This design comes from an exercise in tuning for small area, a short achievable clock period and few clock cycles per item on the open sky130 flow, not from production work.
The RTL was checked by simulation tests, not by an equivalence proof against the original design.

--- design/flow/config.mk ---
export PLATFORM = sky130hd
export DESIGN_NAME = xtea_top
export DESIGN_NICKNAME = xtea_top
export VERILOG_FILES = /design/flow/design.v
export SDC_FILE = /design/flow/constraint.sdc
export NUM_CORES = 4
export LEC_CHECK = 0
export CAP_MARGIN = 20
export CORE_MARGIN = 2
export CORE_UTILIZATION = 50
export CTS_CLUSTER_DIAMETER = 100
export CTS_CLUSTER_SIZE = 30
export SLEW_MARGIN = 20
export SYNTH_HIERARCHICAL = 1
--- design/flow/constraint.sdc ---
create_clock -name core_clock -period 10.0 [get_ports {clock}]
set_input_delay 2.0000 -clock core_clock [delete_from_list [all_inputs] [get_ports {clock}]]
set_output_delay 2.0000 -clock core_clock [all_outputs]
set_load 0.01 [all_outputs]
--- design/flow/design.v ---
module xtea_sx(input [31:0] b, output [31:0] s);
assign s[0] = b[5];
assign s[1] = b[6];
assign s[2] = b[7];
assign s[3] = b[8];
assign s[4] = b[0] ^ b[9];
assign s[5] = b[1] ^ b[10];
assign s[6] = b[2] ^ b[11];
assign s[7] = b[3] ^ b[12];
assign s[8] = b[4] ^ b[13];
assign s[9] = b[5] ^ b[14];
assign s[10] = b[6] ^ b[15];
assign s[11] = b[7] ^ b[16];
assign s[12] = b[8] ^ b[17];
assign s[13] = b[9] ^ b[18];
assign s[14] = b[10] ^ b[19];
assign s[15] = b[11] ^ b[20];
assign s[16] = b[12] ^ b[21];
assign s[17] = b[13] ^ b[22];
assign s[18] = b[14] ^ b[23];
assign s[19] = b[15] ^ b[24];
assign s[20] = b[16] ^ b[25];
assign s[21] = b[17] ^ b[26];
assign s[22] = b[18] ^ b[27];
assign s[23] = b[19] ^ b[28];
assign s[24] = b[20] ^ b[29];
assign s[25] = b[21] ^ b[30];
assign s[26] = b[22] ^ b[31];
assign s[27] = b[23];
assign s[28] = b[24];
assign s[29] = b[25];
assign s[30] = b[26];
assign s[31] = b[27];
endmodule
module xtea_pg1(input [31:0] s, b, input gfa, gfb, output [30:0] g, p, output p31);
assign g = s[30:0] & b[30:0] & {{15{gfb}}, {16{gfa}}};
assign p = s[30:0] ^ b[30:0];
assign p31 = s[31] ^ b[31];
endmodule
module xtea_e(input [31:0] a, k, input [30:0] p, input p31, go, output [31:0] e);
wire [31:0] hg = ({p31, p} ^ k) & {32{go}};
assign e = a ^ hg;
endmodule
module xtea_pg2(input [30:0] c, input [31:0] e, a, input cin, output [30:0] gn, pn, output p31);
assign pn[0] = ~e[0];
assign gn[0] = ~((a[0] & ~e[0]) | (e[0] & cin));
assign pn[1] = ~(e[1] ^ c[0]);
assign gn[1] = ~(a[1] & pn[1]);
assign pn[2] = e[2] ^ c[1];
assign gn[2] = ~(a[2] & pn[2]);
assign pn[3] = e[3] ^ c[2];
assign gn[3] = ~(a[3] & pn[3]);
assign pn[4] = ~(e[4] ^ c[3]);
assign gn[4] = ~(a[4] & pn[4]);
assign pn[5] = e[5] ^ c[4];
assign gn[5] = ~(a[5] & pn[5]);
assign pn[6] = ~(e[6] ^ c[5]);
assign gn[6] = ~(a[6] & pn[6]);
assign pn[7] = e[7] ^ c[6];
assign gn[7] = ~(a[7] & pn[7]);
assign pn[8] = e[8] ^ c[7];
assign gn[8] = ~(a[8] & pn[8]);
assign pn[9] = e[9] ^ c[8];
assign gn[9] = ~(a[9] & pn[9]);
assign pn[10] = ~(e[10] ^ c[9]);
assign gn[10] = ~(a[10] & pn[10]);
assign pn[11] = e[11] ^ c[10];
assign gn[11] = ~(a[11] & pn[11]);
assign pn[12] = e[12] ^ c[11];
assign gn[12] = ~(a[12] & pn[12]);
assign pn[13] = e[13] ^ c[12];
assign gn[13] = ~(a[13] & pn[13]);
assign pn[14] = ~(e[14] ^ c[13]);
assign gn[14] = ~(a[14] & pn[14]);
assign pn[15] = e[15] ^ c[14];
assign gn[15] = ~(a[15] & pn[15]);
assign pn[16] = ~(e[16] ^ c[15]);
assign gn[16] = ~(a[16] & pn[16]);
assign pn[17] = e[17] ^ c[16];
assign gn[17] = ~(a[17] & pn[17]);
assign pn[18] = ~(e[18] ^ c[17]);
assign gn[18] = ~(a[18] & pn[18]);
assign pn[19] = e[19] ^ c[18];
assign gn[19] = ~(a[19] & pn[19]);
assign pn[20] = e[20] ^ c[19];
assign gn[20] = ~(a[20] & pn[20]);
assign pn[21] = e[21] ^ c[20];
assign gn[21] = ~(a[21] & pn[21]);
assign pn[22] = ~(e[22] ^ c[21]);
assign gn[22] = ~(a[22] & pn[22]);
assign pn[23] = e[23] ^ c[22];
assign gn[23] = ~(a[23] & pn[23]);
assign pn[24] = ~(e[24] ^ c[23]);
assign gn[24] = ~(a[24] & pn[24]);
assign pn[25] = e[25] ^ c[24];
assign gn[25] = ~(a[25] & pn[25]);
assign pn[26] = ~(e[26] ^ c[25]);
assign gn[26] = ~(a[26] & pn[26]);
assign pn[27] = e[27] ^ c[26];
assign gn[27] = ~(a[27] & pn[27]);
assign pn[28] = e[28] ^ c[27];
assign gn[28] = ~(a[28] & pn[28]);
assign pn[29] = e[29] ^ c[28];
assign gn[29] = ~(a[29] & pn[29]);
assign pn[30] = ~(e[30] ^ c[29]);
assign gn[30] = ~(a[30] & pn[30]);
assign p31 = ~(e[31] ^ c[30]);
endmodule
module xtea_q(input [30:0] pn, input p31, input [31:0] d, input busy, output [31:0] q);
assign q[0] = busy ? ~pn[0] : d[0];
assign q[1] = busy ? ~pn[1] : d[1];
assign q[2] = busy ? ~pn[2] : d[2];
assign q[3] = busy ? ~pn[3] : d[3];
assign q[4] = busy ? ~pn[4] : d[4];
assign q[5] = busy ? ~pn[5] : d[5];
assign q[6] = busy ? ~pn[6] : d[6];
assign q[7] = busy ? ~pn[7] : d[7];
assign q[8] = busy ? ~pn[8] : d[8];
assign q[9] = busy ? ~pn[9] : d[9];
assign q[10] = busy ? ~pn[10] : d[10];
assign q[11] = busy ? ~pn[11] : d[11];
assign q[12] = busy ? ~pn[12] : d[12];
assign q[13] = busy ? ~pn[13] : d[13];
assign q[14] = busy ? ~pn[14] : d[14];
assign q[15] = busy ? ~pn[15] : d[15];
assign q[16] = busy ? ~pn[16] : d[16];
assign q[17] = busy ? ~pn[17] : d[17];
assign q[18] = busy ? ~pn[18] : d[18];
assign q[19] = busy ? ~pn[19] : d[19];
assign q[20] = busy ? ~pn[20] : d[20];
assign q[21] = busy ? ~pn[21] : d[21];
assign q[22] = busy ? ~pn[22] : d[22];
assign q[23] = busy ? ~pn[23] : d[23];
assign q[24] = busy ? ~pn[24] : d[24];
assign q[25] = busy ? ~pn[25] : d[25];
assign q[26] = busy ? ~pn[26] : d[26];
assign q[27] = busy ? ~pn[27] : d[27];
assign q[28] = busy ? ~pn[28] : d[28];
assign q[29] = busy ? ~pn[29] : d[29];
assign q[30] = busy ? ~pn[30] : d[30];
assign q[31] = busy ? p31 : d[31];
endmodule
module xtea_sum(input [31:0] q, input [30:0] C, input cin, output [31:0] n);
assign n[0] = q[0] ^ cin;
assign n[1] = ~(q[1] ^ C[0]);
assign n[2] = q[2] ^ C[1];
assign n[3] = q[3] ^ C[2];
assign n[4] = ~(q[4] ^ C[3]);
assign n[5] = q[5] ^ C[4];
assign n[6] = ~(q[6] ^ C[5]);
assign n[7] = q[7] ^ C[6];
assign n[8] = q[8] ^ C[7];
assign n[9] = q[9] ^ C[8];
assign n[10] = ~(q[10] ^ C[9]);
assign n[11] = q[11] ^ C[10];
assign n[12] = q[12] ^ C[11];
assign n[13] = q[13] ^ C[12];
assign n[14] = ~(q[14] ^ C[13]);
assign n[15] = q[15] ^ C[14];
assign n[16] = ~(q[16] ^ C[15]);
assign n[17] = q[17] ^ C[16];
assign n[18] = ~(q[18] ^ C[17]);
assign n[19] = q[19] ^ C[18];
assign n[20] = q[20] ^ C[19];
assign n[21] = q[21] ^ C[20];
assign n[22] = ~(q[22] ^ C[21]);
assign n[23] = q[23] ^ C[22];
assign n[24] = ~(q[24] ^ C[23]);
assign n[25] = q[25] ^ C[24];
assign n[26] = ~(q[26] ^ C[25]);
assign n[27] = q[27] ^ C[26];
assign n[28] = q[28] ^ C[27];
assign n[29] = q[29] ^ C[28];
assign n[30] = ~(q[30] ^ C[29]);
assign n[31] = q[31] ^ C[30];
endmodule
module xtea_step(input [31:0] a, b, k, d, input go, gfa, gfb, cin, busy, output [31:0] n);
wire [31:0] s, e, q;
wire [30:0] g1, p1, c, g2n, p2n, C;
wire p31, f31;
xtea_sx  SX  (.b(b), .s(s));
xtea_pg1 PG1 (.s(s), .b(b), .gfa(gfa), .gfb(gfb), .g(g1), .p(p1), .p31(f31));
xtea_pfx_bk_p0 PF (.g(g1), .p(p1), .G(c));
xtea_e   E   (.a(a), .k(k), .p(p1), .p31(f31), .go(go), .e(e));
xtea_pg2 PG2 (.c(c), .e(e), .a(a), .cin(cin), .gn(g2n), .pn(p2n), .p31(p31));
xtea_pfx_bk_p1 PS (.g(g2n), .p(p2n), .G(C));
xtea_q   Q   (.pn(p2n), .p31(p31), .d(d), .busy(busy), .q(q));
xtea_sum SUM (.q(q), .C(C), .cin(cin), .n(n));
endmodule
module xtea_add(input [31:0] x, y, input inv, output [31:0] r);
wire [31:0] h = x ^ y ^ {32{inv}};
wire [30:0] g = x[30:0] & y[30:0];
wire [30:0] p = x[30:0] ^ y[30:0];
wire [30:0] G;
xtea_pfx_bk_p0 PF (.g(g), .p(p), .G(G));
assign r[0] = h[0];
assign r[1] = h[1] ^ G[0];
assign r[2] = ~(h[2] ^ G[1]);
assign r[3] = ~(h[3] ^ G[2]);
assign r[4] = h[4] ^ G[3];
assign r[5] = ~(h[5] ^ G[4]);
assign r[6] = h[6] ^ G[5];
assign r[7] = ~(h[7] ^ G[6]);
assign r[8] = ~(h[8] ^ G[7]);
assign r[9] = ~(h[9] ^ G[8]);
assign r[10] = h[10] ^ G[9];
assign r[11] = ~(h[11] ^ G[10]);
assign r[12] = ~(h[12] ^ G[11]);
assign r[13] = ~(h[13] ^ G[12]);
assign r[14] = h[14] ^ G[13];
assign r[15] = ~(h[15] ^ G[14]);
assign r[16] = h[16] ^ G[15];
assign r[17] = ~(h[17] ^ G[16]);
assign r[18] = h[18] ^ G[17];
assign r[19] = ~(h[19] ^ G[18]);
assign r[20] = ~(h[20] ^ G[19]);
assign r[21] = ~(h[21] ^ G[20]);
assign r[22] = h[22] ^ G[21];
assign r[23] = ~(h[23] ^ G[22]);
assign r[24] = h[24] ^ G[23];
assign r[25] = ~(h[25] ^ G[24]);
assign r[26] = h[26] ^ G[25];
assign r[27] = ~(h[27] ^ G[26]);
assign r[28] = ~(h[28] ^ G[27]);
assign r[29] = ~(h[29] ^ G[28]);
assign r[30] = h[30] ^ G[29];
assign r[31] = ~(h[31] ^ G[30]);
endmodule
module xtea_sadd(input [31:0] x, input dec, output [31:0] r);
wire [31:0] y = dec ? 32'h61C88647 : 32'h9E3779B9;
wire [31:0] h = x ^ y;
wire [30:0] g = x[30:0] & y[30:0];
wire [30:0] p = x[30:0] ^ y[30:0];
wire [30:0] G;
xtea_pfx_bk_p0 PF (.g(g), .p(p), .G(G));
assign r[0] = h[0];
assign r[1] = h[1] ^ G[0];
assign r[2] = ~(h[2] ^ G[1]);
assign r[3] = ~(h[3] ^ G[2]);
assign r[4] = h[4] ^ G[3];
assign r[5] = ~(h[5] ^ G[4]);
assign r[6] = h[6] ^ G[5];
assign r[7] = ~(h[7] ^ G[6]);
assign r[8] = ~(h[8] ^ G[7]);
assign r[9] = ~(h[9] ^ G[8]);
assign r[10] = h[10] ^ G[9];
assign r[11] = ~(h[11] ^ G[10]);
assign r[12] = ~(h[12] ^ G[11]);
assign r[13] = ~(h[13] ^ G[12]);
assign r[14] = h[14] ^ G[13];
assign r[15] = ~(h[15] ^ G[14]);
assign r[16] = h[16] ^ G[15];
assign r[17] = ~(h[17] ^ G[16]);
assign r[18] = h[18] ^ G[17];
assign r[19] = ~(h[19] ^ G[18]);
assign r[20] = ~(h[20] ^ G[19]);
assign r[21] = ~(h[21] ^ G[20]);
assign r[22] = h[22] ^ G[21];
assign r[23] = ~(h[23] ^ G[22]);
assign r[24] = h[24] ^ G[23];
assign r[25] = ~(h[25] ^ G[24]);
assign r[26] = h[26] ^ G[25];
assign r[27] = ~(h[27] ^ G[26]);
assign r[28] = ~(h[28] ^ G[27]);
assign r[29] = ~(h[29] ^ G[28]);
assign r[30] = h[30] ^ G[29];
assign r[31] = ~(h[31] ^ G[30]);
endmodule
module xtea_top(
    input clock, reset, cfg, start,
    input[127:0] data_i, key,
    output busy, ready,
    output[127:0] data_o
);
localparam [31:0] DELTA = 32'h9E3779B9;
reg        busy_r, ready_r;
reg        dec;
reg        go;       
reg        gf0a, gf0b, gf1a, gf1b;
reg [6:0]  cnt;
reg [31:0] a0, b0, a1, b1;
reg [127:0] k;
reg [31:0] s;        
reg [31:0] skr;      
reg [3:0]  ksel;     
always @(posedge clock, posedge reset)
begin
    if(reset) begin
        busy_r  <= 1'b0;
        ready_r <= 1'b0;
        go      <= 1'b0;
        gf0a    <= 1'b0;
        gf0b    <= 1'b0;
        gf1a    <= 1'b0;
        gf1b    <= 1'b0;
    end
    else begin
        busy_r  <= busy_r ? !ready_r : start;
        ready_r <= busy_r && !ready_r && (cnt == 7'd64);
        go      <= busy_r ? !ready_r && !(!dec && cnt == 7'd63) : start && cfg;
        gf0a    <= busy_r ? !ready_r && !(!dec && cnt == 7'd63) && !cnt[6] : start && cfg;
        gf0b    <= busy_r ? !ready_r && !(!dec && cnt == 7'd63) && cnt != 7'd64 : start && cfg;
        gf1a    <= busy_r ? !(!dec && cnt == 7'd63) && !cnt[6] : start && cfg;
        gf1b    <= busy_r ? !(!dec && cnt == 7'd63) && cnt[6:1] != 6'd32 : start && cfg;
    end
end
assign busy  = busy_r;
assign ready = ready_r;
wire cin = dec & go;
wire [31:0] kx = (k[ 31: 0] & {32{ksel[0]}}) | (k[ 63:32] & {32{ksel[1]}}) |
                 (k[ 95:64] & {32{ksel[2]}}) | (k[127:96] & {32{ksel[3]}});
wire [31:0] sk_next;
xtea_add SKA (.x(s), .y(kx), .inv(dec), .r(sk_next));
wire        s_upd = cnt[0] ^ dec;
wire [31:0] s_add;
xtea_sadd SDA (.x(s), .dec(dec), .r(s_add));
wire [31:0] s_nx = s_upd ? s_add : s;
wire [1:0]  idx_next = cnt[0] ? s_nx[12:11] : s_nx[1:0];
wire [31:0] n0, n1;
xtea_step STEP0 (.a(a0), .b(b0), .k(skr), .d(data_i[ 63:32]), .go(go), .gfa(gf0a), .gfb(gf0b), .cin(cin), .busy(busy_r), .n(n0));
xtea_step STEP1 (.a(a1), .b(b1), .k(skr), .d(data_i[127:96]), .go(go), .gfa(gf1a), .gfb(gf1b), .cin(cin), .busy(busy_r), .n(n1));
always @(posedge clock)
begin
    b0 <= n0;
    b1 <= n1;
    if(!busy_r) begin
        a0   <= data_i[ 31: 0];
        a1   <= data_i[ 95:64];
        k    <= key;
        dec  <= !cfg;
        cnt  <= 7'd0;
        s    <= cfg ? DELTA : 32'hC6EF3720;
        skr  <= key[31:0];
        ksel <= cfg ? 4'b1000 : 4'b0100;
    end
    else begin
        a0   <= b0;
        a1   <= b1;
        cnt  <= cnt + 7'd1;
        skr  <= sk_next;
        s    <= s_nx;
        ksel <= 4'b0001 << idx_next;
    end
end
assign data_o = {a1, b1, a0, b0};
endmodule
module xtea_pfx_bk_p0_l1(
    input gh_1,
    input ph_1,
    input gl_1,
    output go_1,
    input gh_3,
    input ph_3,
    input gl_3,
    input pl_3,
    output go_3,
    output po_3,
    input gh_5,
    input ph_5,
    input gl_5,
    input pl_5,
    output go_5,
    output po_5,
    input gh_7,
    input ph_7,
    input gl_7,
    input pl_7,
    output go_7,
    output po_7,
    input gh_9,
    input ph_9,
    input gl_9,
    input pl_9,
    output go_9,
    output po_9,
    input gh_11,
    input ph_11,
    input gl_11,
    input pl_11,
    output go_11,
    output po_11,
    input gh_13,
    input ph_13,
    input gl_13,
    input pl_13,
    output go_13,
    output po_13,
    input gh_15,
    input ph_15,
    input gl_15,
    input pl_15,
    output go_15,
    output po_15,
    input gh_17,
    input ph_17,
    input gl_17,
    input pl_17,
    output go_17,
    output po_17,
    input gh_19,
    input ph_19,
    input gl_19,
    input pl_19,
    output go_19,
    output po_19,
    input gh_21,
    input ph_21,
    input gl_21,
    input pl_21,
    output go_21,
    output po_21,
    input gh_23,
    input ph_23,
    input gl_23,
    input pl_23,
    output go_23,
    output po_23,
    input gh_25,
    input ph_25,
    input gl_25,
    input pl_25,
    output go_25,
    output po_25,
    input gh_27,
    input ph_27,
    input gl_27,
    input pl_27,
    output go_27,
    output po_27,
    input gh_29,
    input ph_29,
    input gl_29,
    input pl_29,
    output go_29,
    output po_29
);
assign go_1 = ~(gh_1 | (ph_1 & gl_1));
assign go_3 = ~(gh_3 | (ph_3 & gl_3));
assign po_3 = ~(ph_3 & pl_3);
assign go_5 = ~(gh_5 | (ph_5 & gl_5));
assign po_5 = ~(ph_5 & pl_5);
assign go_7 = ~(gh_7 | (ph_7 & gl_7));
assign po_7 = ~(ph_7 & pl_7);
assign go_9 = ~(gh_9 | (ph_9 & gl_9));
assign po_9 = ~(ph_9 & pl_9);
assign go_11 = ~(gh_11 | (ph_11 & gl_11));
assign po_11 = ~(ph_11 & pl_11);
assign go_13 = ~(gh_13 | (ph_13 & gl_13));
assign po_13 = ~(ph_13 & pl_13);
assign go_15 = ~(gh_15 | (ph_15 & gl_15));
assign po_15 = ~(ph_15 & pl_15);
assign go_17 = ~(gh_17 | (ph_17 & gl_17));
assign po_17 = ~(ph_17 & pl_17);
assign go_19 = ~(gh_19 | (ph_19 & gl_19));
assign po_19 = ~(ph_19 & pl_19);
assign go_21 = ~(gh_21 | (ph_21 & gl_21));
assign po_21 = ~(ph_21 & pl_21);
assign go_23 = ~(gh_23 | (ph_23 & gl_23));
assign po_23 = ~(ph_23 & pl_23);
assign go_25 = ~(gh_25 | (ph_25 & gl_25));
assign po_25 = ~(ph_25 & pl_25);
assign go_27 = ~(gh_27 | (ph_27 & gl_27));
assign po_27 = ~(ph_27 & pl_27);
assign go_29 = ~(gh_29 | (ph_29 & gl_29));
assign po_29 = ~(ph_29 & pl_29);
endmodule
module xtea_pfx_bk_p0_l2(
    input gh_3,
    input ph_3,
    input gl_3,
    output go_3,
    input gh_7,
    input ph_7,
    input gl_7,
    input pl_7,
    output go_7,
    output po_7,
    input gh_11,
    input ph_11,
    input gl_11,
    input pl_11,
    output go_11,
    output po_11,
    input gh_15,
    input ph_15,
    input gl_15,
    input pl_15,
    output go_15,
    output po_15,
    input gh_19,
    input ph_19,
    input gl_19,
    input pl_19,
    output go_19,
    output po_19,
    input gh_23,
    input ph_23,
    input gl_23,
    input pl_23,
    output go_23,
    output po_23,
    input gh_27,
    input ph_27,
    input gl_27,
    input pl_27,
    output go_27,
    output po_27
);
assign go_3 = (~gh_3 | (~ph_3 & ~gl_3));
assign go_7 = (~gh_7 | (~ph_7 & ~gl_7));
assign po_7 = (~ph_7 & ~pl_7);
assign go_11 = (~gh_11 | (~ph_11 & ~gl_11));
assign po_11 = (~ph_11 & ~pl_11);
assign go_15 = (~gh_15 | (~ph_15 & ~gl_15));
assign po_15 = (~ph_15 & ~pl_15);
assign go_19 = (~gh_19 | (~ph_19 & ~gl_19));
assign po_19 = (~ph_19 & ~pl_19);
assign go_23 = (~gh_23 | (~ph_23 & ~gl_23));
assign po_23 = (~ph_23 & ~pl_23);
assign go_27 = (~gh_27 | (~ph_27 & ~gl_27));
assign po_27 = (~ph_27 & ~pl_27);
endmodule
module xtea_pfx_bk_p0_l3(
    input gh_7,
    input ph_7,
    input gl_7,
    output go_7,
    input gh_15,
    input ph_15,
    input gl_15,
    input pl_15,
    output go_15,
    output po_15,
    input gh_23,
    input ph_23,
    input gl_23,
    input pl_23,
    output go_23,
    output po_23
);
assign go_7 = ~(gh_7 | (ph_7 & gl_7));
assign go_15 = ~(gh_15 | (ph_15 & gl_15));
assign po_15 = ~(ph_15 & pl_15);
assign go_23 = ~(gh_23 | (ph_23 & gl_23));
assign po_23 = ~(ph_23 & pl_23);
endmodule
module xtea_pfx_bk_p0_l4(
    input gh_15,
    input ph_15,
    input gl_15,
    output go_15
);
assign go_15 = (~gh_15 | (~ph_15 & ~gl_15));
endmodule
module xtea_pfx_bk_p0_l5(
    input gh_23,
    input ph_23,
    input gl_23,
    output go_23
);
assign go_23 = (~gh_23 | (~ph_23 & gl_23));
endmodule
module xtea_pfx_bk_p0_l6(
    input gh_11,
    input ph_11,
    input gl_11,
    output go_11,
    input gh_19,
    input ph_19,
    input gl_19,
    output go_19,
    input gh_27,
    input ph_27,
    input gl_27,
    output go_27
);
assign go_11 = ~(gh_11 | (ph_11 & ~gl_11));
assign go_19 = ~(gh_19 | (ph_19 & gl_19));
assign go_27 = ~(gh_27 | (ph_27 & gl_27));
endmodule
module xtea_pfx_bk_p0_l7(
    input gh_5,
    input ph_5,
    input gl_5,
    output go_5,
    input gh_9,
    input ph_9,
    input gl_9,
    output go_9,
    input gh_13,
    input ph_13,
    input gl_13,
    output go_13,
    input gh_17,
    input ph_17,
    input gl_17,
    output go_17,
    input gh_21,
    input ph_21,
    input gl_21,
    output go_21,
    input gh_25,
    input ph_25,
    input gl_25,
    output go_25,
    input gh_29,
    input ph_29,
    input gl_29,
    output go_29
);
assign go_5 = (~gh_5 | (~ph_5 & gl_5));
assign go_9 = (~gh_9 | (~ph_9 & ~gl_9));
assign go_13 = (~gh_13 | (~ph_13 & ~gl_13));
assign go_17 = (~gh_17 | (~ph_17 & gl_17));
assign go_21 = (~gh_21 | (~ph_21 & ~gl_21));
assign go_25 = (~gh_25 | (~ph_25 & gl_25));
assign go_29 = (~gh_29 | (~ph_29 & ~gl_29));
endmodule
module xtea_pfx_bk_p0_l8(
    input gh_2,
    input ph_2,
    input gl_2,
    output go_2,
    input gh_4,
    input ph_4,
    input gl_4,
    output go_4,
    input gh_6,
    input ph_6,
    input gl_6,
    output go_6,
    input gh_8,
    input ph_8,
    input gl_8,
    output go_8,
    input gh_10,
    input ph_10,
    input gl_10,
    output go_10,
    input gh_12,
    input ph_12,
    input gl_12,
    output go_12,
    input gh_14,
    input ph_14,
    input gl_14,
    output go_14,
    input gh_16,
    input ph_16,
    input gl_16,
    output go_16,
    input gh_18,
    input ph_18,
    input gl_18,
    output go_18,
    input gh_20,
    input ph_20,
    input gl_20,
    output go_20,
    input gh_22,
    input ph_22,
    input gl_22,
    output go_22,
    input gh_24,
    input ph_24,
    input gl_24,
    output go_24,
    input gh_26,
    input ph_26,
    input gl_26,
    output go_26,
    input gh_28,
    input ph_28,
    input gl_28,
    output go_28,
    input gh_30,
    input ph_30,
    input gl_30,
    output go_30
);
assign go_2 = ~(gh_2 | (ph_2 & ~gl_2));
assign go_4 = ~(gh_4 | (ph_4 & gl_4));
assign go_6 = ~(gh_6 | (ph_6 & gl_6));
assign go_8 = ~(gh_8 | (ph_8 & ~gl_8));
assign go_10 = ~(gh_10 | (ph_10 & gl_10));
assign go_12 = ~(gh_12 | (ph_12 & ~gl_12));
assign go_14 = ~(gh_14 | (ph_14 & gl_14));
assign go_16 = ~(gh_16 | (ph_16 & gl_16));
assign go_18 = ~(gh_18 | (ph_18 & gl_18));
assign go_20 = ~(gh_20 | (ph_20 & ~gl_20));
assign go_22 = ~(gh_22 | (ph_22 & gl_22));
assign go_24 = ~(gh_24 | (ph_24 & gl_24));
assign go_26 = ~(gh_26 | (ph_26 & gl_26));
assign go_28 = ~(gh_28 | (ph_28 & ~gl_28));
assign go_30 = ~(gh_30 | (ph_30 & gl_30));
endmodule
module xtea_pfx_bk_p0(input [30:0] g, p, output [30:0] G);
wire G1_1, G1_3, G1_5, G1_7, G1_9, G1_11, G1_13, G1_15, G1_17, G1_19, G1_21, G1_23, G1_25, G1_27, G1_29, P1_3, P1_5, P1_7, P1_9, P1_11, P1_13, P1_15, P1_17, P1_19, P1_21, P1_23, P1_25, P1_27, P1_29, G2_3, G2_7, G2_11, G2_15, G2_19, G2_23, G2_27, P2_7, P2_11, P2_15, P2_19, P2_23, P2_27, G3_7, G3_15, G3_23, P3_15, P3_23, G4_15, G5_23, G6_11, G6_19, G6_27, G7_5, G7_9, G7_13, G7_17, G7_21, G7_25, G7_29, G8_2, G8_4, G8_6, G8_8, G8_10, G8_12, G8_14, G8_16, G8_18, G8_20, G8_22, G8_24, G8_26, G8_28, G8_30;
xtea_pfx_bk_p0_l1 L1 (.gh_1(g[1]), .ph_1(p[1]), .gl_1(g[0]), .go_1(G1_1), .gh_3(g[3]), .ph_3(p[3]), .gl_3(g[2]), .pl_3(p[2]), .go_3(G1_3), .po_3(P1_3), .gh_5(g[5]), .ph_5(p[5]), .gl_5(g[4]), .pl_5(p[4]), .go_5(G1_5), .po_5(P1_5), .gh_7(g[7]), .ph_7(p[7]), .gl_7(g[6]), .pl_7(p[6]), .go_7(G1_7), .po_7(P1_7), .gh_9(g[9]), .ph_9(p[9]), .gl_9(g[8]), .pl_9(p[8]), .go_9(G1_9), .po_9(P1_9), .gh_11(g[11]), .ph_11(p[11]), .gl_11(g[10]), .pl_11(p[10]), .go_11(G1_11), .po_11(P1_11), .gh_13(g[13]), .ph_13(p[13]), .gl_13(g[12]), .pl_13(p[12]), .go_13(G1_13), .po_13(P1_13), .gh_15(g[15]), .ph_15(p[15]), .gl_15(g[14]), .pl_15(p[14]), .go_15(G1_15), .po_15(P1_15), .gh_17(g[17]), .ph_17(p[17]), .gl_17(g[16]), .pl_17(p[16]), .go_17(G1_17), .po_17(P1_17), .gh_19(g[19]), .ph_19(p[19]), .gl_19(g[18]), .pl_19(p[18]), .go_19(G1_19), .po_19(P1_19), .gh_21(g[21]), .ph_21(p[21]), .gl_21(g[20]), .pl_21(p[20]), .go_21(G1_21), .po_21(P1_21), .gh_23(g[23]), .ph_23(p[23]), .gl_23(g[22]), .pl_23(p[22]), .go_23(G1_23), .po_23(P1_23), .gh_25(g[25]), .ph_25(p[25]), .gl_25(g[24]), .pl_25(p[24]), .go_25(G1_25), .po_25(P1_25), .gh_27(g[27]), .ph_27(p[27]), .gl_27(g[26]), .pl_27(p[26]), .go_27(G1_27), .po_27(P1_27), .gh_29(g[29]), .ph_29(p[29]), .gl_29(g[28]), .pl_29(p[28]), .go_29(G1_29), .po_29(P1_29));
xtea_pfx_bk_p0_l2 L2 (.gh_3(G1_3), .ph_3(P1_3), .gl_3(G1_1), .go_3(G2_3), .gh_7(G1_7), .ph_7(P1_7), .gl_7(G1_5), .pl_7(P1_5), .go_7(G2_7), .po_7(P2_7), .gh_11(G1_11), .ph_11(P1_11), .gl_11(G1_9), .pl_11(P1_9), .go_11(G2_11), .po_11(P2_11), .gh_15(G1_15), .ph_15(P1_15), .gl_15(G1_13), .pl_15(P1_13), .go_15(G2_15), .po_15(P2_15), .gh_19(G1_19), .ph_19(P1_19), .gl_19(G1_17), .pl_19(P1_17), .go_19(G2_19), .po_19(P2_19), .gh_23(G1_23), .ph_23(P1_23), .gl_23(G1_21), .pl_23(P1_21), .go_23(G2_23), .po_23(P2_23), .gh_27(G1_27), .ph_27(P1_27), .gl_27(G1_25), .pl_27(P1_25), .go_27(G2_27), .po_27(P2_27));
xtea_pfx_bk_p0_l3 L3 (.gh_7(G2_7), .ph_7(P2_7), .gl_7(G2_3), .go_7(G3_7), .gh_15(G2_15), .ph_15(P2_15), .gl_15(G2_11), .pl_15(P2_11), .go_15(G3_15), .po_15(P3_15), .gh_23(G2_23), .ph_23(P2_23), .gl_23(G2_19), .pl_23(P2_19), .go_23(G3_23), .po_23(P3_23));
xtea_pfx_bk_p0_l4 L4 (.gh_15(G3_15), .ph_15(P3_15), .gl_15(G3_7), .go_15(G4_15));
xtea_pfx_bk_p0_l5 L5 (.gh_23(G3_23), .ph_23(P3_23), .gl_23(G4_15), .go_23(G5_23));
xtea_pfx_bk_p0_l6 L6 (.gh_11(G2_11), .ph_11(P2_11), .gl_11(G3_7), .go_11(G6_11), .gh_19(G2_19), .ph_19(P2_19), .gl_19(G4_15), .go_19(G6_19), .gh_27(G2_27), .ph_27(P2_27), .gl_27(G5_23), .go_27(G6_27));
xtea_pfx_bk_p0_l7 L7 (.gh_5(G1_5), .ph_5(P1_5), .gl_5(G2_3), .go_5(G7_5), .gh_9(G1_9), .ph_9(P1_9), .gl_9(G3_7), .go_9(G7_9), .gh_13(G1_13), .ph_13(P1_13), .gl_13(G6_11), .go_13(G7_13), .gh_17(G1_17), .ph_17(P1_17), .gl_17(G4_15), .go_17(G7_17), .gh_21(G1_21), .ph_21(P1_21), .gl_21(G6_19), .go_21(G7_21), .gh_25(G1_25), .ph_25(P1_25), .gl_25(G5_23), .go_25(G7_25), .gh_29(G1_29), .ph_29(P1_29), .gl_29(G6_27), .go_29(G7_29));
xtea_pfx_bk_p0_l8 L8 (.gh_2(g[2]), .ph_2(p[2]), .gl_2(G1_1), .go_2(G8_2), .gh_4(g[4]), .ph_4(p[4]), .gl_4(G2_3), .go_4(G8_4), .gh_6(g[6]), .ph_6(p[6]), .gl_6(G7_5), .go_6(G8_6), .gh_8(g[8]), .ph_8(p[8]), .gl_8(G3_7), .go_8(G8_8), .gh_10(g[10]), .ph_10(p[10]), .gl_10(G7_9), .go_10(G8_10), .gh_12(g[12]), .ph_12(p[12]), .gl_12(G6_11), .go_12(G8_12), .gh_14(g[14]), .ph_14(p[14]), .gl_14(G7_13), .go_14(G8_14), .gh_16(g[16]), .ph_16(p[16]), .gl_16(G4_15), .go_16(G8_16), .gh_18(g[18]), .ph_18(p[18]), .gl_18(G7_17), .go_18(G8_18), .gh_20(g[20]), .ph_20(p[20]), .gl_20(G6_19), .go_20(G8_20), .gh_22(g[22]), .ph_22(p[22]), .gl_22(G7_21), .go_22(G8_22), .gh_24(g[24]), .ph_24(p[24]), .gl_24(G5_23), .go_24(G8_24), .gh_26(g[26]), .ph_26(p[26]), .gl_26(G7_25), .go_26(G8_26), .gh_28(g[28]), .ph_28(p[28]), .gl_28(G6_27), .go_28(G8_28), .gh_30(g[30]), .ph_30(p[30]), .gl_30(G7_29), .go_30(G8_30));
assign G[0] = g[0];
assign G[1] = G1_1;
assign G[2] = G8_2;
assign G[3] = G2_3;
assign G[4] = G8_4;
assign G[5] = G7_5;
assign G[6] = G8_6;
assign G[7] = G3_7;
assign G[8] = G8_8;
assign G[9] = G7_9;
assign G[10] = G8_10;
assign G[11] = G6_11;
assign G[12] = G8_12;
assign G[13] = G7_13;
assign G[14] = G8_14;
assign G[15] = G4_15;
assign G[16] = G8_16;
assign G[17] = G7_17;
assign G[18] = G8_18;
assign G[19] = G6_19;
assign G[20] = G8_20;
assign G[21] = G7_21;
assign G[22] = G8_22;
assign G[23] = G5_23;
assign G[24] = G8_24;
assign G[25] = G7_25;
assign G[26] = G8_26;
assign G[27] = G6_27;
assign G[28] = G8_28;
assign G[29] = G7_29;
assign G[30] = G8_30;
endmodule
module xtea_pfx_bk_p1_l1(
    input gh_1,
    input ph_1,
    input gl_1,
    output go_1,
    input gh_3,
    input ph_3,
    input gl_3,
    input pl_3,
    output go_3,
    output po_3,
    input gh_5,
    input ph_5,
    input gl_5,
    input pl_5,
    output go_5,
    output po_5,
    input gh_7,
    input ph_7,
    input gl_7,
    input pl_7,
    output go_7,
    output po_7,
    input gh_9,
    input ph_9,
    input gl_9,
    input pl_9,
    output go_9,
    output po_9,
    input gh_11,
    input ph_11,
    input gl_11,
    input pl_11,
    output go_11,
    output po_11,
    input gh_13,
    input ph_13,
    input gl_13,
    input pl_13,
    output go_13,
    output po_13,
    input gh_15,
    input ph_15,
    input gl_15,
    input pl_15,
    output go_15,
    output po_15,
    input gh_17,
    input ph_17,
    input gl_17,
    input pl_17,
    output go_17,
    output po_17,
    input gh_19,
    input ph_19,
    input gl_19,
    input pl_19,
    output go_19,
    output po_19,
    input gh_21,
    input ph_21,
    input gl_21,
    input pl_21,
    output go_21,
    output po_21,
    input gh_23,
    input ph_23,
    input gl_23,
    input pl_23,
    output go_23,
    output po_23,
    input gh_25,
    input ph_25,
    input gl_25,
    input pl_25,
    output go_25,
    output po_25,
    input gh_27,
    input ph_27,
    input gl_27,
    input pl_27,
    output go_27,
    output po_27,
    input gh_29,
    input ph_29,
    input gl_29,
    input pl_29,
    output go_29,
    output po_29
);
assign go_1 = (~gh_1 | (~ph_1 & ~gl_1));
assign go_3 = (~gh_3 | (~ph_3 & ~gl_3));
assign po_3 = (~ph_3 & ~pl_3);
assign go_5 = (~gh_5 | (~ph_5 & ~gl_5));
assign po_5 = (~ph_5 & ~pl_5);
assign go_7 = (~gh_7 | (~ph_7 & ~gl_7));
assign po_7 = (~ph_7 & ~pl_7);
assign go_9 = (~gh_9 | (~ph_9 & ~gl_9));
assign po_9 = (~ph_9 & ~pl_9);
assign go_11 = (~gh_11 | (~ph_11 & ~gl_11));
assign po_11 = (~ph_11 & ~pl_11);
assign go_13 = (~gh_13 | (~ph_13 & ~gl_13));
assign po_13 = (~ph_13 & ~pl_13);
assign go_15 = (~gh_15 | (~ph_15 & ~gl_15));
assign po_15 = (~ph_15 & ~pl_15);
assign go_17 = (~gh_17 | (~ph_17 & ~gl_17));
assign po_17 = (~ph_17 & ~pl_17);
assign go_19 = (~gh_19 | (~ph_19 & ~gl_19));
assign po_19 = (~ph_19 & ~pl_19);
assign go_21 = (~gh_21 | (~ph_21 & ~gl_21));
assign po_21 = (~ph_21 & ~pl_21);
assign go_23 = (~gh_23 | (~ph_23 & ~gl_23));
assign po_23 = (~ph_23 & ~pl_23);
assign go_25 = (~gh_25 | (~ph_25 & ~gl_25));
assign po_25 = (~ph_25 & ~pl_25);
assign go_27 = (~gh_27 | (~ph_27 & ~gl_27));
assign po_27 = (~ph_27 & ~pl_27);
assign go_29 = (~gh_29 | (~ph_29 & ~gl_29));
assign po_29 = (~ph_29 & ~pl_29);
endmodule
module xtea_pfx_bk_p1_l2(
    input gh_3,
    input ph_3,
    input gl_3,
    output go_3,
    input gh_7,
    input ph_7,
    input gl_7,
    input pl_7,
    output go_7,
    output po_7,
    input gh_11,
    input ph_11,
    input gl_11,
    input pl_11,
    output go_11,
    output po_11,
    input gh_15,
    input ph_15,
    input gl_15,
    input pl_15,
    output go_15,
    output po_15,
    input gh_19,
    input ph_19,
    input gl_19,
    input pl_19,
    output go_19,
    output po_19,
    input gh_23,
    input ph_23,
    input gl_23,
    input pl_23,
    output go_23,
    output po_23,
    input gh_27,
    input ph_27,
    input gl_27,
    input pl_27,
    output go_27,
    output po_27
);
assign go_3 = ~(gh_3 | (ph_3 & gl_3));
assign go_7 = ~(gh_7 | (ph_7 & gl_7));
assign po_7 = ~(ph_7 & pl_7);
assign go_11 = ~(gh_11 | (ph_11 & gl_11));
assign po_11 = ~(ph_11 & pl_11);
assign go_15 = ~(gh_15 | (ph_15 & gl_15));
assign po_15 = ~(ph_15 & pl_15);
assign go_19 = ~(gh_19 | (ph_19 & gl_19));
assign po_19 = ~(ph_19 & pl_19);
assign go_23 = ~(gh_23 | (ph_23 & gl_23));
assign po_23 = ~(ph_23 & pl_23);
assign go_27 = ~(gh_27 | (ph_27 & gl_27));
assign po_27 = ~(ph_27 & pl_27);
endmodule
module xtea_pfx_bk_p1_l3(
    input gh_7,
    input ph_7,
    input gl_7,
    output go_7,
    input gh_15,
    input ph_15,
    input gl_15,
    input pl_15,
    output go_15,
    output po_15,
    input gh_23,
    input ph_23,
    input gl_23,
    input pl_23,
    output go_23,
    output po_23
);
assign go_7 = (~gh_7 | (~ph_7 & ~gl_7));
assign go_15 = (~gh_15 | (~ph_15 & ~gl_15));
assign po_15 = (~ph_15 & ~pl_15);
assign go_23 = (~gh_23 | (~ph_23 & ~gl_23));
assign po_23 = (~ph_23 & ~pl_23);
endmodule
module xtea_pfx_bk_p1_l4(
    input gh_15,
    input ph_15,
    input gl_15,
    output go_15
);
assign go_15 = ~(gh_15 | (ph_15 & gl_15));
endmodule
module xtea_pfx_bk_p1_l5(
    input gh_23,
    input ph_23,
    input gl_23,
    output go_23
);
assign go_23 = ~(gh_23 | (ph_23 & ~gl_23));
endmodule
module xtea_pfx_bk_p1_l6(
    input gh_11,
    input ph_11,
    input gl_11,
    output go_11,
    input gh_19,
    input ph_19,
    input gl_19,
    output go_19,
    input gh_27,
    input ph_27,
    input gl_27,
    output go_27
);
assign go_11 = (~gh_11 | (~ph_11 & gl_11));
assign go_19 = (~gh_19 | (~ph_19 & ~gl_19));
assign go_27 = (~gh_27 | (~ph_27 & ~gl_27));
endmodule
module xtea_pfx_bk_p1_l7(
    input gh_5,
    input ph_5,
    input gl_5,
    output go_5,
    input gh_9,
    input ph_9,
    input gl_9,
    output go_9,
    input gh_13,
    input ph_13,
    input gl_13,
    output go_13,
    input gh_17,
    input ph_17,
    input gl_17,
    output go_17,
    input gh_21,
    input ph_21,
    input gl_21,
    output go_21,
    input gh_25,
    input ph_25,
    input gl_25,
    output go_25,
    input gh_29,
    input ph_29,
    input gl_29,
    output go_29
);
assign go_5 = ~(gh_5 | (ph_5 & ~gl_5));
assign go_9 = ~(gh_9 | (ph_9 & gl_9));
assign go_13 = ~(gh_13 | (ph_13 & gl_13));
assign go_17 = ~(gh_17 | (ph_17 & ~gl_17));
assign go_21 = ~(gh_21 | (ph_21 & gl_21));
assign go_25 = ~(gh_25 | (ph_25 & ~gl_25));
assign go_29 = ~(gh_29 | (ph_29 & gl_29));
endmodule
module xtea_pfx_bk_p1_l8(
    input gh_2,
    input ph_2,
    input gl_2,
    output go_2,
    input gh_4,
    input ph_4,
    input gl_4,
    output go_4,
    input gh_6,
    input ph_6,
    input gl_6,
    output go_6,
    input gh_8,
    input ph_8,
    input gl_8,
    output go_8,
    input gh_10,
    input ph_10,
    input gl_10,
    output go_10,
    input gh_12,
    input ph_12,
    input gl_12,
    output go_12,
    input gh_14,
    input ph_14,
    input gl_14,
    output go_14,
    input gh_16,
    input ph_16,
    input gl_16,
    output go_16,
    input gh_18,
    input ph_18,
    input gl_18,
    output go_18,
    input gh_20,
    input ph_20,
    input gl_20,
    output go_20,
    input gh_22,
    input ph_22,
    input gl_22,
    output go_22,
    input gh_24,
    input ph_24,
    input gl_24,
    output go_24,
    input gh_26,
    input ph_26,
    input gl_26,
    output go_26,
    input gh_28,
    input ph_28,
    input gl_28,
    output go_28,
    input gh_30,
    input ph_30,
    input gl_30,
    output go_30
);
assign go_2 = (~gh_2 | (~ph_2 & gl_2));
assign go_4 = (~gh_4 | (~ph_4 & ~gl_4));
assign go_6 = (~gh_6 | (~ph_6 & ~gl_6));
assign go_8 = (~gh_8 | (~ph_8 & gl_8));
assign go_10 = (~gh_10 | (~ph_10 & ~gl_10));
assign go_12 = (~gh_12 | (~ph_12 & gl_12));
assign go_14 = (~gh_14 | (~ph_14 & ~gl_14));
assign go_16 = (~gh_16 | (~ph_16 & ~gl_16));
assign go_18 = (~gh_18 | (~ph_18 & ~gl_18));
assign go_20 = (~gh_20 | (~ph_20 & gl_20));
assign go_22 = (~gh_22 | (~ph_22 & ~gl_22));
assign go_24 = (~gh_24 | (~ph_24 & ~gl_24));
assign go_26 = (~gh_26 | (~ph_26 & ~gl_26));
assign go_28 = (~gh_28 | (~ph_28 & gl_28));
assign go_30 = (~gh_30 | (~ph_30 & ~gl_30));
endmodule
module xtea_pfx_bk_p1(input [30:0] g, p, output [30:0] G);
wire G1_1, G1_3, G1_5, G1_7, G1_9, G1_11, G1_13, G1_15, G1_17, G1_19, G1_21, G1_23, G1_25, G1_27, G1_29, P1_3, P1_5, P1_7, P1_9, P1_11, P1_13, P1_15, P1_17, P1_19, P1_21, P1_23, P1_25, P1_27, P1_29, G2_3, G2_7, G2_11, G2_15, G2_19, G2_23, G2_27, P2_7, P2_11, P2_15, P2_19, P2_23, P2_27, G3_7, G3_15, G3_23, P3_15, P3_23, G4_15, G5_23, G6_11, G6_19, G6_27, G7_5, G7_9, G7_13, G7_17, G7_21, G7_25, G7_29, G8_2, G8_4, G8_6, G8_8, G8_10, G8_12, G8_14, G8_16, G8_18, G8_20, G8_22, G8_24, G8_26, G8_28, G8_30;
xtea_pfx_bk_p1_l1 L1 (.gh_1(g[1]), .ph_1(p[1]), .gl_1(g[0]), .go_1(G1_1), .gh_3(g[3]), .ph_3(p[3]), .gl_3(g[2]), .pl_3(p[2]), .go_3(G1_3), .po_3(P1_3), .gh_5(g[5]), .ph_5(p[5]), .gl_5(g[4]), .pl_5(p[4]), .go_5(G1_5), .po_5(P1_5), .gh_7(g[7]), .ph_7(p[7]), .gl_7(g[6]), .pl_7(p[6]), .go_7(G1_7), .po_7(P1_7), .gh_9(g[9]), .ph_9(p[9]), .gl_9(g[8]), .pl_9(p[8]), .go_9(G1_9), .po_9(P1_9), .gh_11(g[11]), .ph_11(p[11]), .gl_11(g[10]), .pl_11(p[10]), .go_11(G1_11), .po_11(P1_11), .gh_13(g[13]), .ph_13(p[13]), .gl_13(g[12]), .pl_13(p[12]), .go_13(G1_13), .po_13(P1_13), .gh_15(g[15]), .ph_15(p[15]), .gl_15(g[14]), .pl_15(p[14]), .go_15(G1_15), .po_15(P1_15), .gh_17(g[17]), .ph_17(p[17]), .gl_17(g[16]), .pl_17(p[16]), .go_17(G1_17), .po_17(P1_17), .gh_19(g[19]), .ph_19(p[19]), .gl_19(g[18]), .pl_19(p[18]), .go_19(G1_19), .po_19(P1_19), .gh_21(g[21]), .ph_21(p[21]), .gl_21(g[20]), .pl_21(p[20]), .go_21(G1_21), .po_21(P1_21), .gh_23(g[23]), .ph_23(p[23]), .gl_23(g[22]), .pl_23(p[22]), .go_23(G1_23), .po_23(P1_23), .gh_25(g[25]), .ph_25(p[25]), .gl_25(g[24]), .pl_25(p[24]), .go_25(G1_25), .po_25(P1_25), .gh_27(g[27]), .ph_27(p[27]), .gl_27(g[26]), .pl_27(p[26]), .go_27(G1_27), .po_27(P1_27), .gh_29(g[29]), .ph_29(p[29]), .gl_29(g[28]), .pl_29(p[28]), .go_29(G1_29), .po_29(P1_29));
xtea_pfx_bk_p1_l2 L2 (.gh_3(G1_3), .ph_3(P1_3), .gl_3(G1_1), .go_3(G2_3), .gh_7(G1_7), .ph_7(P1_7), .gl_7(G1_5), .pl_7(P1_5), .go_7(G2_7), .po_7(P2_7), .gh_11(G1_11), .ph_11(P1_11), .gl_11(G1_9), .pl_11(P1_9), .go_11(G2_11), .po_11(P2_11), .gh_15(G1_15), .ph_15(P1_15), .gl_15(G1_13), .pl_15(P1_13), .go_15(G2_15), .po_15(P2_15), .gh_19(G1_19), .ph_19(P1_19), .gl_19(G1_17), .pl_19(P1_17), .go_19(G2_19), .po_19(P2_19), .gh_23(G1_23), .ph_23(P1_23), .gl_23(G1_21), .pl_23(P1_21), .go_23(G2_23), .po_23(P2_23), .gh_27(G1_27), .ph_27(P1_27), .gl_27(G1_25), .pl_27(P1_25), .go_27(G2_27), .po_27(P2_27));
xtea_pfx_bk_p1_l3 L3 (.gh_7(G2_7), .ph_7(P2_7), .gl_7(G2_3), .go_7(G3_7), .gh_15(G2_15), .ph_15(P2_15), .gl_15(G2_11), .pl_15(P2_11), .go_15(G3_15), .po_15(P3_15), .gh_23(G2_23), .ph_23(P2_23), .gl_23(G2_19), .pl_23(P2_19), .go_23(G3_23), .po_23(P3_23));
xtea_pfx_bk_p1_l4 L4 (.gh_15(G3_15), .ph_15(P3_15), .gl_15(G3_7), .go_15(G4_15));
xtea_pfx_bk_p1_l5 L5 (.gh_23(G3_23), .ph_23(P3_23), .gl_23(G4_15), .go_23(G5_23));
xtea_pfx_bk_p1_l6 L6 (.gh_11(G2_11), .ph_11(P2_11), .gl_11(G3_7), .go_11(G6_11), .gh_19(G2_19), .ph_19(P2_19), .gl_19(G4_15), .go_19(G6_19), .gh_27(G2_27), .ph_27(P2_27), .gl_27(G5_23), .go_27(G6_27));
xtea_pfx_bk_p1_l7 L7 (.gh_5(G1_5), .ph_5(P1_5), .gl_5(G2_3), .go_5(G7_5), .gh_9(G1_9), .ph_9(P1_9), .gl_9(G3_7), .go_9(G7_9), .gh_13(G1_13), .ph_13(P1_13), .gl_13(G6_11), .go_13(G7_13), .gh_17(G1_17), .ph_17(P1_17), .gl_17(G4_15), .go_17(G7_17), .gh_21(G1_21), .ph_21(P1_21), .gl_21(G6_19), .go_21(G7_21), .gh_25(G1_25), .ph_25(P1_25), .gl_25(G5_23), .go_25(G7_25), .gh_29(G1_29), .ph_29(P1_29), .gl_29(G6_27), .go_29(G7_29));
xtea_pfx_bk_p1_l8 L8 (.gh_2(g[2]), .ph_2(p[2]), .gl_2(G1_1), .go_2(G8_2), .gh_4(g[4]), .ph_4(p[4]), .gl_4(G2_3), .go_4(G8_4), .gh_6(g[6]), .ph_6(p[6]), .gl_6(G7_5), .go_6(G8_6), .gh_8(g[8]), .ph_8(p[8]), .gl_8(G3_7), .go_8(G8_8), .gh_10(g[10]), .ph_10(p[10]), .gl_10(G7_9), .go_10(G8_10), .gh_12(g[12]), .ph_12(p[12]), .gl_12(G6_11), .go_12(G8_12), .gh_14(g[14]), .ph_14(p[14]), .gl_14(G7_13), .go_14(G8_14), .gh_16(g[16]), .ph_16(p[16]), .gl_16(G4_15), .go_16(G8_16), .gh_18(g[18]), .ph_18(p[18]), .gl_18(G7_17), .go_18(G8_18), .gh_20(g[20]), .ph_20(p[20]), .gl_20(G6_19), .go_20(G8_20), .gh_22(g[22]), .ph_22(p[22]), .gl_22(G7_21), .go_22(G8_22), .gh_24(g[24]), .ph_24(p[24]), .gl_24(G5_23), .go_24(G8_24), .gh_26(g[26]), .ph_26(p[26]), .gl_26(G7_25), .go_26(G8_26), .gh_28(g[28]), .ph_28(p[28]), .gl_28(G6_27), .go_28(G8_28), .gh_30(g[30]), .ph_30(p[30]), .gl_30(G7_29), .go_30(G8_30));
assign G[0] = g[0];
assign G[1] = G1_1;
assign G[2] = G8_2;
assign G[3] = G2_3;
assign G[4] = G8_4;
assign G[5] = G7_5;
assign G[6] = G8_6;
assign G[7] = G3_7;
assign G[8] = G8_8;
assign G[9] = G7_9;
assign G[10] = G8_10;
assign G[11] = G6_11;
assign G[12] = G8_12;
assign G[13] = G7_13;
assign G[14] = G8_14;
assign G[15] = G4_15;
assign G[16] = G8_16;
assign G[17] = G7_17;
assign G[18] = G8_18;
assign G[19] = G6_19;
assign G[20] = G8_20;
assign G[21] = G7_21;
assign G[22] = G8_22;
assign G[23] = G5_23;
assign G[24] = G8_24;
assign G[25] = G7_25;
assign G[26] = G8_26;
assign G[27] = G6_27;
assign G[28] = G8_28;
assign G[29] = G7_29;
assign G[30] = G8_30;
endmodule
--- design/flow/flow/run.sh ---
#!/bin/bash
# Standard layout, except that the port buffers are the smallest buffer and
# timing repair aims well below the clock period.
set -euo pipefail
export BUFFER_PORTS_ARGS="-buffer_cell sky130_fd_sc_hd__buf_1"
bash standard.sh SETUP_SLACK_MARGIN=6.3 finish > standard.log 2>&1
--- design/flow/standard.sh ---
#!/bin/bash
# synth_recipe.tcl (not shown) runs the flow's synth.tcl, then flattens the netlist and writes it again
# the make line also repeats each setting of config.mk as NAME=value (left out here)
make -C /OpenROAD-flow-scripts/flow DESIGN_CONFIG=/design/flow/config.mk WORK_HOME=/design/flow/orfs CLKGATE_MAP_FILE= SYNTH_SCRIPT=/design/flow/synth_recipe.tcl "${@:-finish}"
==> results of run 1 <==
-- modules after synthesis, one instance, submodules excluded, excerpt --
| module | copies in the design | cell area, um^2 | cells |
|---|---|---|---|
| xtea_pfx_bk_p0_l6 | 4 | 22.5 | 4 |
| xtea_sum | 2 | 280 | 32 |
| xtea_pfx_bk_p1_l6 | 2 | 22.5 | 4 |
| xtea_pfx_bk_p1_l8 | 2 | 113 | 20 |
| xtea_pfx_bk_p1_l1 | 2 | 128 | 29 |
| xtea_top | 1 | 10800 | 664 |
| xtea_pfx_bk_p0_l5 | 4 | 12.5 | 2 |
| xtea_pfx_bk_p0_l1 | 4 | 180 | 29 |
-- area by class of cell --
| class | count | area (um^2) | area share |
|---|---|---|---|
| clock inverter | 8 | 113 | 0.00469 |
| inverter | 133 | 508 | 0.0212 |
| tap | 592 | 741 | 0.0309 |
| sequential | 339 | 8470 | 0.353 |
| timing repair buffer | 442 | 1920 | 0.0800 |
| multi-input combinational | 1502 | 11800 | 0.492 |
| clock buffer | 22 | 454 | 0.0189 |
-- critical path: stages (launching register included) --
cell and delay [ns]:
sky130_fd_sc_hd__dfxtp_4 0.39, sky130_fd_sc_hd__xor2_1 0.16, sky130_fd_sc_hd__ha_1 0.35, sky130_fd_sc_hd__a21oi_2 0.21, sky130_fd_sc_hd__o21ai_2 0.10, sky130_fd_sc_hd__a21oi_4 0.19
sky130_fd_sc_hd__inv_2 0.08, sky130_fd_sc_hd__a21oi_4 0.19, sky130_fd_sc_hd__o21ai_2 0.09, sky130_fd_sc_hd__a21oi_2 0.16, sky130_fd_sc_hd__xor2_1 0.11, sky130_fd_sc_hd__buf_4 0.16
sky130_fd_sc_hd__nand2_2 0.06, sky130_fd_sc_hd__o21ai_1 0.07, sky130_fd_sc_hd__a21oi_2 0.10, sky130_fd_sc_hd__o21ai_1 0.08, sky130_fd_sc_hd__a21oi_2 0.19, sky130_fd_sc_hd__inv_2 0.08
sky130_fd_sc_hd__a21oi_4 0.23, sky130_fd_sc_hd__o21ai_4 0.09, sky130_fd_sc_hd__a21oi_2 0.17, sky130_fd_sc_hd__o21ai_2 0.07, sky130_fd_sc_hd__xor2_1 0.14
-- routing by layer --
metal | share of wire | routed length (um) | GRT usage | vias to the layer above
met5 | 0 | 0 | 0 | -
met4 | 0.022 | 1260 | 0.0513 | 0
met3 | 0.043 | 2400 | 0.0256 | 61
met2 | 0.48 | 27200 | 0.405 | 372
met1 | 0.45 | 25700 | 0.319 | 7459
li1 | - | - | - | 7740
-- kinds of logic after synthesis --
kind of cell	synth area share
buffers and inverters	0.110
XOR/XNOR	0.159
flip-flops	0.377
multiplexers	0.0822
AO/OA/AOI/OAI	0.123
AND/OR/NAND/NOR	0.0777
adder cells (fa/ha/maj)	0.0703
-- timing repair --
item / in CTS / in global routing
setup endpoints to repair: 41 / 34
pin swaps: 9 / 35
setup buffers: 16 / 24
gates resized for setup: 55 / 86
-- worst min-delay path by stage --
stage                     startpoint      to  slack (ns)  cells after the start
final                         cnt[5]  cnt[5]        0.53                      2
after global routing          cnt[5]  cnt[5]        0.54                      2
after CTS                     cnt[5]  cnt[5]        0.52                      2
after detailed placement      cnt[5]  cnt[5]        0.51                      2
after global placement        cnt[5]  cnt[5]        0.49                      2
after floorplan               cnt[5]  cnt[5]        0.47                      2
-- sequential cells by signal, summed over array words and instances (netlist names) --
signal / flops
k: 128
a0: 32
a1: 32
b0: 32
b1: 32
s: 32
skr: 32
cnt: 7
ksel: 4
busy_r: 1
dec: 1
gf0a: 1
gf0b: 1
gf1a: 1
gf1b: 1
go: 1
ready_r: 1
-- per-stage QoR --
step                 util  area [um^2]  setup slack [ns]  std cells
CTS                 0.532        23500              6.29       3014
floorplan               -        22300              6.36       2233
global route        0.544        24000              6.18       3038
global placement    0.513        22600              5.80       2968
finish              0.544        24000              6.39       3038
detailed placement  0.513        22600              5.62       2968
-- cells in the mapped netlist, drive strengths merged, types with 2 or more instances --
| library cell | count |
|---|---|
| and2 | 66 |
| or3 | 2 |
| xnor2 | 174 |
| nand3 | 2 |
| o31ai | 4 |
| nor2b | 2 |
| ha | 125 |
| mux4 | 2 |
| a21o | 13 |
| mux2 | 98 |
| nand2 | 256 |
| nor3 | 2 |
| nor2 | 63 |
| buf | 244 |
| nor4 | 2 |
| o21ai | 140 |
| clkbuf | 15 |
| dfrtp | 7 |
| mux2i | 68 |
| a22oi | 64 |
| xor2 | 226 |
| a21oi | 180 |
| edfxtp | 157 |
| inv | 133 |
| dfxtp | 175 |
| and3 | 7 |
-- cell usage in the layout, fill, tap and decap left out, types with 29 or more instances in the layout --
cell,netlist,layout
sky130_fd_sc_hd__inv_1,133,127
sky130_fd_sc_hd__o21ai_2,28,43
sky130_fd_sc_hd__a22oi_1,64,63
sky130_fd_sc_hd__and2_1,66,65
sky130_fd_sc_hd__nor2_1,63,56
sky130_fd_sc_hd__ha_1,125,125
sky130_fd_sc_hd__buf_4,209,45
sky130_fd_sc_hd__o21ai_1,108,84
sky130_fd_sc_hd__dfxtp_1,175,138
sky130_fd_sc_hd__xor2_1,225,216
sky130_fd_sc_hd__buf_1,0,389
sky130_fd_sc_hd__mux2i_1,68,68
sky130_fd_sc_hd__a21oi_1,70,54
sky130_fd_sc_hd__xnor2_1,173,170
sky130_fd_sc_hd__nand2_1,256,255
sky130_fd_sc_hd__dfxtp_2,0,29
sky130_fd_sc_hd__mux2_2,98,98
sky130_fd_sc_hd__edfxtp_1,157,157
sky130_fd_sc_hd__a21oi_2,110,118
==> results.json, run 1 <==
{
  "worstReg2RegEnd": "b0[31]",
  "synth-seq-cells": 339,
  "timing.max_cap.violations": 0,
  "worst_setup_path_start_kind": "register",
  "fp-row-count": 77,
  "r2r_slack_ns": 6.39,
  "cts_tree": "yes",
  "finalCriticalPeriod_ns": 3.61,
  "syn_to_final_growth_pct": 7.84,
  "drc_errors": 0,
  "end_kind": "register",
  "critical_path.reg2reg.startpoint": "b0[10]",
  "avgRoutedWirePerCell_um": 18.6,
  "r2r.worst_path.cells": 22,
  "htreeDepth": 1,
  "core_area_um2": 44100,
  "cp-startpoint": "b0[10]",
  "synthDominantCellAreaShare": 0.212,
  "worst-endpoint-arrival_ns": 4.04,
  "synthFlopType": "sky130_fd_sc_hd__dfxtp_1",
  "ioPinCount": 390,
  "die_width_um": 215,
  "worst_hold_path_type": "register to register",
  "report.final.slew_viol_count": 0,
  "cts_root_buffer_type": "sky130_fd_sc_hd__clkbuf_16",
  "overall_die_height_um": 215,
  "synth_top_area_cell": "sky130_fd_sc_hd__edfxtp_1",
  "run_status": "timing/DRC/antenna clean",
  "drt_first_pass_iters": 5,
  "num_antenna_cells": 0,
  "grt_pass1_vias": 15500,
  "via_count": 15600,
  "clk_path_buf_depth": 3,
  "worst_skew_pair.late_latency_ns": 0.55,
  "globalplace.congestion": 0.906,
  "hold_viol": 0,
  "grt_max_degree": 76,
  "cts.reportedPaths.clkPinSlew_ns": 0.11,
  "worst_pin_slew_ns": 0.979,
  "postRouteWirelength_um": 56500,
  "timing.setup.tns_ns": 0,
  "finalHoldWorstSlack_ns": 0.530,
  "nNetsFinal": 2820,
  "synth.avg_cell_area_um2": 9.97,
  "detail_route.iter0.violations": 868,
  "route.antenna.remaining_nets": 0,
  "place_hpwl_um": 42900,
  "initial_utilization": 0.505,
  "asyncSetResetFlopFracSynth": 0.0206,
  "rsz0062_at_grt": "yes",
  "relSlewSlack": 0.348,
  "synthesis.yosys.warnings": 7,
  "timing_worst_setup_path_type": "register to register",
  "synth.yosys.seq_area_share": 0.377,
  "numCtsBuffers": 17,
  "syn-num-nets": 2618,
  "netlist-cell-type-count": 41,
  "synthesis.instances": 2233,
  "finalSetupViolCount": 0,
  "ratio_of_cells_with_drive_above_1_in_the_final_layout": 0.175,
  "fill_cells": 4032,
  "path_max_fanout": 4,
  "port_buffers": 389,
  "achievable-frequency_mhz": 277,
  "hold_buffers": 0,
  "antenna_violations_before_repair": 1,
  "detail_route.vias_per_cell": 5.15,
  "setup.worst_path.end": "b0[31]",
  "worstPathRequired_ns": 10.43,
  "cts_sinks": 339,
  "first_pass_grt_wire_length_um": 85500,
  "mappedNetlistArea_um2": 22300,
  "synth_edf_count": 157,
  "area_enclosed_by_the_die_boundary_um2": 46200,
  "fin_skew_ns": 0.0306,
  "synth_top_cells_by_area": "sky130_fd_sc_hd__edfxtp_1 21%, sky130_fd_sc_hd__dfxtp_1 16%, sky130_fd_sc_hd__xor2_1 8.9%, sky130_fd_sc_hd__buf_4 7.0%, sky130_fd_sc_hd__ha_1 7.0%",
  "globalRouteOverflowTotal": 0,
  "layout_worst_path_cycle_share": 0.361,
  "globalRouteTotalUtil": 0.235
}
Testbench counts, summed over its fixed seeds: cycles 21,440, ops 320.
==> run 2, diff against run 1 <==
--- a/design/flow/config.mk
+++ b/design/flow/config.mk
@@ -7,7 +7,7 @@
 export LEC_CHECK = 0
 export CAP_MARGIN = 20
 export CORE_MARGIN = 2
-export CORE_UTILIZATION = 50
+export CORE_UTILIZATION = 60
 export CTS_CLUSTER_DIAMETER = 100
 export CTS_CLUSTER_SIZE = 30
 export SLEW_MARGIN = 20
==> results.json, run 2 <==
{
  "syn-num-nets": 2618,
  "initial_utilization": 0.608,
  "path_max_fanout": 5,
  "most_common_library_cell_in_the_layout_ignoring_fill_and_taps": "sky130_fd_sc_hd__buf_1",
  "worst_pin_slew_ns": 0.947,
  "run_status": "timing/DRC/antenna clean",
  "globalplace.congestion": 0.905,
  "cts_root_buffer_type": "sky130_fd_sc_hd__clkbuf_16",
  "max_flop_register": "k",
  "mappedNetlistArea_um2": 22300,
  "sequential_cell_area_um2": 8470,
  "worstReg2RegEnd": "b1[31]",
  "ratio_of_cells_with_drive_above_1_in_the_final_layout": 0.183,
  "final_core_utilization": 0.655,
  "yosysMostFrequentCell": "sky130_fd_sc_hd__nand2_1",
  "cts_tree": "yes",
  "netlist-cell-type-count": 41,
  "relSlewSlack": 0.369,
  "drc_errors": 0,
  "synthesis.yosys.warnings": 7,
  "timing.setup.tns_ns": 0,
  "clk_path_buf_depth": 3,
  "worst_hold_path_type": "register to register",
  "fp-row-count": 70,
  "cts.reportedPaths.clkPinSlew_ns": 0.12,
  "worstPathRequired_ns": 10.43,
  "r2r.worst_path.cells": 22,
  "avgRoutedWirePerCell_um": 18.2,
  "synth.avg_cell_area_um2": 9.97,
  "first_pass_grt_wire_length_um": 80300,
  "cp-startpoint": "b1[1]",
  "hold_buffers": 0,
  "ioPinCount": 390,
  "grt_max_degree": 88,
  "end_kind": "register",
  "synth_top_cells_by_area": "sky130_fd_sc_hd__edfxtp_1 21%, sky130_fd_sc_hd__dfxtp_1 16%, sky130_fd_sc_hd__xor2_1 8.9%, sky130_fd_sc_hd__buf_4 7.0%, sky130_fd_sc_hd__ha_1 7.0%",
  "final_cells": 2925,
  "postRouteWirelength_um": 53300,
  "detail_route.iter0.violations": 670,
  "area_used_by_multi_input_combinational_logic_um2": 11900,
  "synth.cells.most_frequent": "256 x sky130_fd_sc_hd__nand2_1, 225 x sky130_fd_sc_hd__xor2_1, 209 x sky130_fd_sc_hd__buf_4",
  "critical_path.reg2reg.startpoint": "b1[1]",
  "die_width_um": 197,
  "area_enclosed_by_the_die_boundary_um2": 38700,
  "synth_edf_count": 157,
  "nNetsFinal": 2831,
  "rsz0062_at_grt": "yes"
}
-- run 2: cell counts after synthesis --
Identical to the previous run, type by type.
-- run 2: metal layers --
metal | vias up | global-route usage | part of all wire
li1 | 7770 | - | -
met5 | - | 0 | 0
met2 | 379 | 0.455 | 0.48
met1 | 7457 | 0.367 | 0.46
met4 | 0 | 0.0529 | 0.017
met3 | 44 | 0.0313 | 0.044
-- run 2: layout make-up --
class | instances | share of cell area
flip-flops and latches | 339 | 0.354
multi-input cells | 1502 | 0.495
inverters | 133 | 0.0212
clock inverters | 7 | 0.00402
well taps | 468 | 0.0244
diodes | 1 | 0.000104
clock buffers | 21 | 0.0175
repair buffers | 454 | 0.0840
-- run 2: kinds of logic after synthesis --
kind of cell / share of synthesized area
flops: 0.377
compound gates: 0.123
simple gates: 0.0777
mux: 0.0822
buf+inv: 0.110
fa+ha+maj: 0.0703
xor+xnor: 0.159
-- run 2: how the worst max path moves through the flow --
stage,endpoint,cells after the start
after floorplan,b0[31],22
after global placement,s[31],15
after detailed placement,s[31],15
after CTS,s[31],16
after global routing,b1[27],22
final,b1[31],22
-- run 2: stage by stage --
step	worst slack (ns)	hold WS, ns
after floorplan	6.36	0.471
after global routing	6.21	0.572
after CTS	6.27	0.536
after detailed placement	5.49	0.515
final	6.41	0.538
after global placement	5.57	0.494
-- run 2: critical path: stages, from the launching register on --
cell and delay (ns):
sky130_fd_sc_hd__dfxtp_4 0.37, sky130_fd_sc_hd__xor2_1 0.16, sky130_fd_sc_hd__ha_1 0.34, sky130_fd_sc_hd__a21oi_4 0.19, sky130_fd_sc_hd__o21ai_2 0.09, sky130_fd_sc_hd__a21oi_4 0.18, sky130_fd_sc_hd__inv_1 0.07, sky130_fd_sc_hd__a21oi_2 0.20
sky130_fd_sc_hd__o21ai_2 0.11, sky130_fd_sc_hd__a21oi_2 0.18, sky130_fd_sc_hd__xor2_2 0.12, sky130_fd_sc_hd__buf_4 0.16, sky130_fd_sc_hd__nand2_2 0.06, sky130_fd_sc_hd__o21ai_2 0.05, sky130_fd_sc_hd__a21oi_2 0.09, sky130_fd_sc_hd__o21ai_1 0.08
sky130_fd_sc_hd__a21oi_2 0.23, sky130_fd_sc_hd__inv_2 0.07, sky130_fd_sc_hd__a21oi_4 0.24, sky130_fd_sc_hd__o21ai_4 0.09, sky130_fd_sc_hd__a21oi_2 0.16, sky130_fd_sc_hd__o21ai_2 0.07, sky130_fd_sc_hd__xor2_1 0.14
-- run 2: timing repair --
action,in CTS,in global routing
setup buffers,21,32
hold endpoints to repair,0,0
pin swaps,16,50
endpoints found under the setup margin,59,26
resized for setup,62,91
-- run 2: per-module statistics from Yosys, one instance, submodules excluded, excerpt --
| module | cells inside | flip-flops and latches | times used | area, um^2 |
|---|---|---|---|---|
| xtea_pg2 | 63 | 0 | 2 | 398 |
| xtea_pfx_bk_p0_l2 | 13 | 0 | 4 | 57.6 |
| xtea_pfx_bk_p1_l7 | 10 | 0 | 2 | 57.6 |
| xtea_pfx_bk_p0_l7 | 10 | 0 | 4 | 57.6 |
| xtea_pfx_bk_p0_l5 | 2 | 0 | 4 | 12.5 |
| xtea_pfx_bk_p0 | 31 | 0 | 4 | 233 |
| xtea_sx | 32 | 0 | 2 | 269 |
| xtea_pg1 | 65 | 0 | 2 | 609 |
| xtea_pfx_bk_p1_l2 | 13 | 0 | 2 | 80.1 |

## separate check: timing with driven ports
How much do the figures lean on ideal ports? The routed layouts below were timed once more, with nothing changed but the port constraints.
Step 1 sets driving cells, clkbuf_16 on the clock port and buf_2 on the other inputs (assumed; they add their load-dependent delay and slew).
Step 2 times the ports against the registers' clock, not the clock port: input delays grow and output delays shrink by t, the midpoint of the rising clock arrivals with the driver on.
Slacks: ideal ports / drivers / drivers and shift; pairs: ideal ports / drivers.
run	t, ns	slack for setup (ns)	hold WS [ns]	worst setup path after step 2	worst register clock-pin slew, ns
run 1	0.595	6.387 / 6.387 / 6.387	0.530 / 0.530 / 0.530	register to register	0.12 / 0.12
run 2	0.592	6.415 / 6.398 / 6.415	0.538 / 0.538 / 0.538	register to register	0.12 / 0.12
After both steps setup and hold are still met in every run listed.
